This design comes from an exercise in tuning for small area, a short achievable clock period and few clock cycles per item on the open sky130 flow, not from production work. Only simulation tests tie the RTL to the original design; equivalence was not proved.

wip/violet:
==> flow/design.v <==
module fft8_twiddle (
    input  logic signed [16:0] s,
    output logic [15:0]        hi_a,
    output logic [15:0]        hi_b,
    output logic               c15,
    output logic               nz
);
    logic [30:0] x;
    logic [30:0] t0, t1, t2, t3, t4, t5;
    logic [30:0] a1, b1, a2, b2, a3, b3, a4, b4;
    logic [15:0] lo;
    always_comb begin
        x  = 31'(s);
        t0 = x << 1;  t1 = x << 7;  t2 = x << 9;
        t3 = x << 11; t4 = x << 12; t5 = x << 14;
        a1 = t0 ^ t1 ^ t2;  b1 = ((t0 & t1) | (t0 & t2) | (t1 & t2)) << 1;
        a2 = t3 ^ t4 ^ t5;  b2 = ((t3 & t4) | (t3 & t5) | (t4 & t5)) << 1;
        a3 = a1 ^ b1 ^ a2;  b3 = ((a1 & b1) | (a1 & a2) | (b1 & a2)) << 1;
        a4 = a3 ^ b3 ^ b2;  b4 = ((a3 & b3) | (a3 & b2) | (b3 & b2)) << 1;
        lo   = {1'b0, a4[14:0]} + {1'b0, b4[14:0]};
        c15  = lo[15];
        nz   = |lo[14:0];
        hi_a = a4[30:15];
        hi_b = b4[30:15];
    end
endmodule
module fft8_bfly_t (
    input  logic [15:0] b,
    input  logic [15:0] ha,
    input  logic [15:0] hb,
    input  logic        c,
    input  logic        n,
    output logic [15:0] y,
    output logic [15:0] z
);
    logic [15:0] p, q1, q2;
    always_comb begin
        p  = b ^ ha ^ hb;
        q1 = {((b & ha) | (b & hb) | (ha & hb)), n};
        q2 = {((b & ~ha) | (b & ~hb) | (~ha & ~hb)), ~n};
        y  = p + q1 + {15'd0, c};
        z  = p + q2 + {15'd0, ~c};
    end
endmodule
module fft8_bf #(
    parameter integer N = 16
)(
    input  logic [N-1:0] a,
    input  logic [N-1:0] b,
    output logic [N-1:0] s,
    output logic [N-1:0] d
);
    localparam integer L = (N > 16) ? 5 : 4;    
    logic [N-1:0] p, g, h;
    logic [N-1:0] gs [0:L], ps [0:L], gd [0:L], pd [0:L];
    always_comb begin
        p = a ^ b;
        g = a & b;             
        h = a & p;             
        gs[0] = g;  ps[0] = p;
        gd[0] = h;  pd[0] = ~p;
        gd[0][0] = h[0] | ~p[0];
        for (int l = 0; l < L; l++) begin
            gs[l+1] = gs[l];  ps[l+1] = ps[l];
            gd[l+1] = gd[l];  pd[l+1] = pd[l];
            for (int j = 0; j < N; j++)
                if ((j >> l) & 1) begin
                    gs[l+1][j] = gs[l][j] | (ps[l][j] & gs[l][((j >> l) << l) - 1]);
                    ps[l+1][j] = ps[l][j] & ps[l][((j >> l) << l) - 1];
                    gd[l+1][j] = gd[l][j] | (pd[l][j] & gd[l][((j >> l) << l) - 1]);
                    pd[l+1][j] = pd[l][j] & pd[l][((j >> l) << l) - 1];
                end
        end
        s = p ^ {gs[L][N-2:0], 1'b0};
        d = ~p ^ {gd[L][N-2:0], 1'b1};
    end
endmodule
module fft8 #(
    parameter integer WIDTH = 16
)(
    input  logic                   clk,
    input  logic                   rst,
    input  logic                   in_valid,
    output logic                   in_ready,
    input  logic [8*WIDTH-1:0]     in_re_flat,
    input  logic [8*WIDTH-1:0]     in_im_flat,
    output logic                   out_valid,
    output logic [8*WIDTH-1:0]     out_re_flat,
    output logic [8*WIDTH-1:0]     out_im_flat
);
    localparam integer NREG = 5;
    logic [NREG-1:0] vld;
    always_ff @(posedge clk or posedge rst) begin
        if (rst) begin
            vld      <= '0;
            in_ready <= 1'b0;
        end else begin
            vld      <= {vld[NREG-2:0], in_valid & in_ready};
            in_ready <= 1'b1;
        end
    end
    assign out_valid = vld[NREG-1];
    logic signed [15:0] x_re [0:7], x_im [0:7];
    always_comb
        for (int i = 0; i < 8; i++) begin
            x_re[i] = in_re_flat[16*i +: 16];
            x_im[i] = in_im_flat[16*i +: 16];
        end
    logic [7:0] u_hi [0:1][0:3], v_hi [0:1][0:3];
    logic [7:0] s_lo [0:1][0:3], d_lo [0:1][0:3];
    logic       s_c [0:1][0:3], d_c [0:1][0:3];
    always_ff @(posedge clk)
        for (int k = 0; k < 4; k++) begin
            {s_c[0][k], s_lo[0][k]} <= {1'b0, x_re[k][7:0]} + {1'b0, x_re[k+4][7:0]};
            {d_c[0][k], d_lo[0][k]} <= {1'b0, x_re[k][7:0]} + {1'b0, ~x_re[k+4][7:0]} + 9'd1;
            {s_c[1][k], s_lo[1][k]} <= {1'b0, x_im[k][7:0]} + {1'b0, x_im[k+4][7:0]};
            {d_c[1][k], d_lo[1][k]} <= {1'b0, x_im[k][7:0]} + {1'b0, ~x_im[k+4][7:0]} + 9'd1;
            u_hi[0][k] <= x_re[k][15:8];  v_hi[0][k] <= x_re[k+4][15:8];
            u_hi[1][k] <= x_im[k][15:8];  v_hi[1][k] <= x_im[k+4][15:8];
        end
    logic signed [15:0] a_re [0:7], a_im [0:7];
    always_comb
        for (int k = 0; k < 4; k++) begin
            a_re[k]   = {8'(u_hi[0][k] + v_hi[0][k] + 8'(s_c[0][k])), s_lo[0][k]};
            a_re[k+4] = {8'(u_hi[0][k] + ~v_hi[0][k] + 8'(d_c[0][k])), d_lo[0][k]};
            a_im[k]   = {8'(u_hi[1][k] + v_hi[1][k] + 8'(s_c[1][k])), s_lo[1][k]};
            a_im[k+4] = {8'(u_hi[1][k] + ~v_hi[1][k] + 8'(d_c[1][k])), d_lo[1][k]};
        end
    logic [15:0] b_re_c [0:7], b_im_c [0:7];
    fft8_bf u_b0r (.a(a_re[0]), .b(a_re[2]), .s(b_re_c[0]), .d(b_re_c[2]));
    fft8_bf u_b0i (.a(a_im[0]), .b(a_im[2]), .s(b_im_c[0]), .d(b_im_c[2]));
    fft8_bf u_b4r (.a(a_re[1]), .b(a_re[3]), .s(b_re_c[4]), .d(b_re_c[6]));
    fft8_bf u_b4i (.a(a_im[1]), .b(a_im[3]), .s(b_im_c[4]), .d(b_im_c[6]));
    fft8_bf u_b1r (.a(a_re[4]), .b(a_im[6]), .s(b_re_c[1]), .d(b_re_c[3]));
    fft8_bf u_b1i (.a(a_im[4]), .b(a_re[6]), .s(b_im_c[3]), .d(b_im_c[1]));
    fft8_bf u_b5r (.a(a_re[5]), .b(a_im[7]), .s(b_re_c[5]), .d(b_re_c[7]));
    fft8_bf u_b5i (.a(a_im[5]), .b(a_re[7]), .s(b_im_c[7]), .d(b_im_c[5]));
    logic signed [15:0] b_re [0:7], b_im [0:7];
    always_ff @(posedge clk)
        for (int k = 0; k < 8; k++) begin
            b_re[k] <= b_re_c[k];
            b_im[k] <= b_im_c[k];
        end
    logic signed [16:0] s1, d1, s3, d3;
    logic signed [15:0] e_re [0:7], e_im [0:7];     
    logic signed [15:0] q_re [0:1], q_im [0:1];     
    logic [16:0] s1_c, d1_c, s3_c, d3_c;
    logic [15:0] e_re_c [0:7], e_im_c [0:7];
    fft8_bf #(.N(17)) u_s1 (.a({b_im[5][15], b_im[5]}), .b({b_re[5][15], b_re[5]}), .s(s1_c), .d(d1_c));
    fft8_bf #(.N(17)) u_s3 (.a({b_im[7][15], b_im[7]}), .b({b_re[7][15], b_re[7]}), .s(s3_c), .d(d3_c));
    fft8_bf u_e0r (.a(b_re[0]), .b(b_re[4]), .s(e_re_c[0]), .d(e_re_c[4]));
    fft8_bf u_e0i (.a(b_im[0]), .b(b_im[4]), .s(e_im_c[0]), .d(e_im_c[4]));
    fft8_bf u_e2r (.a(b_re[2]), .b(b_im[6]), .s(e_re_c[2]), .d(e_re_c[6]));
    fft8_bf u_e2i (.a(b_im[2]), .b(b_re[6]), .s(e_im_c[6]), .d(e_im_c[2]));
    always_ff @(posedge clk) begin
        s1 <= s1_c;
        d1 <= d1_c;
        s3 <= s3_c;
        d3 <= d3_c;
        for (int k = 0; k < 8; k += 2) begin
            e_re[k] <= e_re_c[k];
            e_im[k] <= e_im_c[k];
        end
        q_re[0] <= b_re[1];  q_im[0] <= b_im[1];
        q_re[1] <= b_re[3];  q_im[1] <= b_im[3];
    end
    logic [15:0] t_a [0:3], t_b [0:3];
    logic        t_c [0:3];
    logic        t_n [0:3];
    logic        nz3;
    fft8_twiddle u_t0 (.s(s1), .hi_a(t_a[0]), .hi_b(t_b[0]), .c15(t_c[0]), .nz());
    fft8_twiddle u_t1 (.s(d1), .hi_a(t_a[1]), .hi_b(t_b[1]), .c15(t_c[1]), .nz());
    fft8_twiddle u_t2 (.s(d3), .hi_a(t_a[2]), .hi_b(t_b[2]), .c15(t_c[2]), .nz());
    fft8_twiddle u_t3 (.s(s3), .hi_a(t_a[3]), .hi_b(t_b[3]), .c15(t_c[3]), .nz(nz3));
    assign t_n[0] = 1'b0;  assign t_n[1] = 1'b0;  assign t_n[2] = 1'b0;
    assign t_n[3] = nz3;    
    logic [15:0] r_a [0:3], r_b [0:3];
    logic        r_c [0:3];
    logic        r_n;
    logic signed [15:0] f_re [0:7], f_im [0:7];     
    logic signed [15:0] g_re [0:1], g_im [0:1];     
    always_ff @(posedge clk) begin
        for (int k = 0; k < 4; k++) begin
            r_a[k] <= t_a[k];
            r_b[k] <= t_b[k];
            r_c[k] <= t_c[k];
        end
        r_n <= t_n[3];
        for (int k = 0; k < 8; k += 2) begin
            f_re[k] <= e_re[k];
            f_im[k] <= e_im[k];
        end
        for (int k = 0; k < 2; k++) begin
            g_re[k] <= q_re[k];
            g_im[k] <= q_im[k];
        end
    end
    logic [15:0] o_re [0:7], o_im [0:7];
    fft8_bfly_t u_x1r (.b(g_re[0]), .ha(r_a[0]), .hb(r_b[0]), .c(r_c[0]), .n(1'b0), .y(o_re[1]), .z(o_re[5]));
    fft8_bfly_t u_x1i (.b(g_im[0]), .ha(r_a[1]), .hb(r_b[1]), .c(r_c[1]), .n(1'b0), .y(o_im[1]), .z(o_im[5]));
    fft8_bfly_t u_x3r (.b(g_re[1]), .ha(r_a[2]), .hb(r_b[2]), .c(r_c[2]), .n(1'b0), .y(o_re[3]), .z(o_re[7]));
    fft8_bfly_t u_x3i (.b(g_im[1]), .ha(r_a[3]), .hb(r_b[3]), .c(r_c[3]), .n(r_n), .y(o_im[7]), .z(o_im[3]));
    always_comb
        for (int k = 0; k < 8; k += 2) begin
            o_re[k] = f_re[k];
            o_im[k] = f_im[k];
        end
    logic [15:0] y_re [0:7], y_im [0:7];
    always_ff @(posedge clk)
        for (int i = 0; i < 8; i++) begin
            y_re[i] <= o_re[i];
            y_im[i] <= o_im[i];
        end
    always_comb
        for (int i = 0; i < 8; i++) begin
            out_re_flat[16*i +: 16] = y_re[i];
            out_im_flat[16*i +: 16] = y_im[i];
        end
endmodule
==> flow/config.mk <==
export PLATFORM = sky130hd
export DESIGN_NAME = fft8
export DESIGN_NICKNAME = fft8
export VERILOG_FILES = /design/flow/design.v
export SDC_FILE = /design/flow/constraint.sdc
export NUM_CORES = 4
export LEC_CHECK = 0
export CAP_MARGIN = 20
export CORE_MARGIN = 2
export CORE_UTILIZATION = 40
export CTS_CLUSTER_DIAMETER = 90
export CTS_CLUSTER_SIZE = 25
export PLACE_DENSITY = 0.6
export SLEW_MARGIN = 20
==> flow/constraint.sdc <==
create_clock -name core_clock -period 11.0 [get_ports {clk}]
set_input_delay 2.2000 -clock core_clock [delete_from_list [all_inputs] [get_ports {clk}]]
set_output_delay 2.2000 -clock core_clock [all_outputs]
set_load 0.01 [all_outputs]
standard.sh (not shown) runs the stock make flow with config.mk's settings and CLKGATE_MAP_FILE= SYNTH_SCRIPT=/design/flow/synth_recipe.tcl, a recipe that flattens the netlist after the stock synthesis.
==> flow/flow/run.sh <==
#!/bin/bash
# The standard layout, with the port buffers made of sky130_fd_sc_hd__buf_2
# instead of the flow's default pick, and timing repair asked to leave 7.7 ns
# of setup slack.  make's output goes to standard.log; each ORFS step keeps
# its own log under orfs/logs/.
set -euo pipefail
bash standard.sh "BUFFER_PORTS_ARGS=-buffer_cell sky130_fd_sc_hd__buf_2" SETUP_SLACK_MARGIN=7.7 finish > standard.log 2>&1
Testbench counts of wip/violet, summed over its fixed seeds: cycles 2,088, items 2,048.
### wip/violet -> wip/raven
diff --git a/flow/design.v b/flow/design.v
--- a/flow/design.v
+++ b/flow/design.v
@@ -86,11 +86,11 @@
     input  logic [8*WIDTH-1:0]     in_im_flat,
     output logic                   out_valid,
     output logic [8*WIDTH-1:0]     out_re_flat,
     output logic [8*WIDTH-1:0]     out_im_flat
 );
-    localparam integer NREG = 5;
+    localparam integer NREG = 6;
     logic [NREG-1:0] vld;
     always_ff @(posedge clk or posedge rst) begin
         if (rst) begin
             vld      <= '0;
             in_ready <= 1'b0;
@@ -99,34 +99,25 @@
             in_ready <= 1'b1;
         end
     end
     assign out_valid = vld[NREG-1];
     logic signed [15:0] x_re [0:7], x_im [0:7];
-    always_comb
+    always_ff @(posedge clk)
         for (int i = 0; i < 8; i++) begin
-            x_re[i] = in_re_flat[16*i +: 16];
-            x_im[i] = in_im_flat[16*i +: 16];
-        end
-    logic [7:0] u_hi [0:1][0:3], v_hi [0:1][0:3];
-    logic [7:0] s_lo [0:1][0:3], d_lo [0:1][0:3];
-    logic       s_c [0:1][0:3], d_c [0:1][0:3];
-    always_ff @(posedge clk)
-        for (int k = 0; k < 4; k++) begin
-            {s_c[0][k], s_lo[0][k]} <= {1'b0, x_re[k][7:0]} + {1'b0, x_re[k+4][7:0]};
-            {d_c[0][k], d_lo[0][k]} <= {1'b0, x_re[k][7:0]} + {1'b0, ~x_re[k+4][7:0]} + 9'd1;
-            {s_c[1][k], s_lo[1][k]} <= {1'b0, x_im[k][7:0]} + {1'b0, x_im[k+4][7:0]};
-            {d_c[1][k], d_lo[1][k]} <= {1'b0, x_im[k][7:0]} + {1'b0, ~x_im[k+4][7:0]} + 9'd1;
-            u_hi[0][k] <= x_re[k][15:8];  v_hi[0][k] <= x_re[k+4][15:8];
-            u_hi[1][k] <= x_im[k][15:8];  v_hi[1][k] <= x_im[k+4][15:8];
-        end
+            x_re[i] <= in_re_flat[16*i +: 16];
+            x_im[i] <= in_im_flat[16*i +: 16];
+        end
+    logic [15:0] a_re_c [0:7], a_im_c [0:7];
+    for (genvar k = 0; k < 4; k++) begin : g_s1
+        fft8_bf u_re (.a(x_re[k]), .b(x_re[k+4]), .s(a_re_c[k]), .d(a_re_c[k+4]));
+        fft8_bf u_im (.a(x_im[k]), .b(x_im[k+4]), .s(a_im_c[k]), .d(a_im_c[k+4]));
+    end
     logic signed [15:0] a_re [0:7], a_im [0:7];
-    always_comb
-        for (int k = 0; k < 4; k++) begin
-            a_re[k]   = {8'(u_hi[0][k] + v_hi[0][k] + 8'(s_c[0][k])), s_lo[0][k]};
-            a_re[k+4] = {8'(u_hi[0][k] + ~v_hi[0][k] + 8'(d_c[0][k])), d_lo[0][k]};
-            a_im[k]   = {8'(u_hi[1][k] + v_hi[1][k] + 8'(s_c[1][k])), s_lo[1][k]};
-            a_im[k+4] = {8'(u_hi[1][k] + ~v_hi[1][k] + 8'(d_c[1][k])), d_lo[1][k]};
+    always_ff @(posedge clk)
+        for (int k = 0; k < 8; k++) begin
+            a_re[k] <= a_re_c[k];
+            a_im[k] <= a_im_c[k];
         end
     logic [15:0] b_re_c [0:7], b_im_c [0:7];
     fft8_bf u_b0r (.a(a_re[0]), .b(a_re[2]), .s(b_re_c[0]), .d(b_re_c[2]));
     fft8_bf u_b0i (.a(a_im[0]), .b(a_im[2]), .s(b_im_c[0]), .d(b_im_c[2]));
     fft8_bf u_b4r (.a(a_re[1]), .b(a_re[3]), .s(b_re_c[4]), .d(b_re_c[6]));
[summary]
- Number of nets at the end of the flow went up slightly going from wip/violet to wip/raven.
- Maximum achievable frequency | wip/raven below wip/violet
- Going from wip/violet to wip/raven, total detailed-routing wirelength neither gained nor lost much, shortest clock period the worst path allows after layout increased by 0.051 ns relative to the old numbers, number of buffers added for setup after CTS decreased 5.
- The setup slack of wip/raven is smaller than that of wip/violet.
- Design area: wip/raven higher than wip/violet
- When the final numbers for wip/violet and wip/raven were put side by side, the post-synthesis simple-gate area fraction turned out to be smaller in wip/violet.
- wip/raven vs wip/violet — total nets after synthesis rose about 1%.
- wip/raven vs. wip/violet: buffer count excluding the clock tree in the final layout went down by 16.
Testbench counts of wip/raven, summed over its fixed seeds: cycles 2,096, items 2,048.

-- what the ideal ports hide --
No port has a modelled driver above. Below, the same layouts with a new extraction and two added sets of constraints. Step 1: set_driving_cell puts a clkbuf_16 on clk and a buf_2 on each other input, an assumption about the parent block. Step 2 times the ports against the registers' clock, not the clock port: input delays grow and output delays shrink by t, the midpoint of the rising clock arrivals with the driver on. Slacks: ideal ports / drivers / drivers and shift; pairs: ideal ports / drivers.
run | t, ns | setup WS [ns] | hold WS [ns] | worst register clock-pin slew, ns
wip/violet | 0.786 | 7.587 / 7.506 / 6.984 | 0.311 / 0.311 / 0.311 | 0.10 / 0.10
wip/raven | 0.835 | 7.536 / 7.449 / 7.697 | 0.320 / 0.320 / 0.320 | 0.10 / 0.10
After both steps every run listed still meets setup and hold. For wip/violet, which loses most, drivers alone change the setup slack by -0.081 ns; drivers and shift together by -0.603 ns.
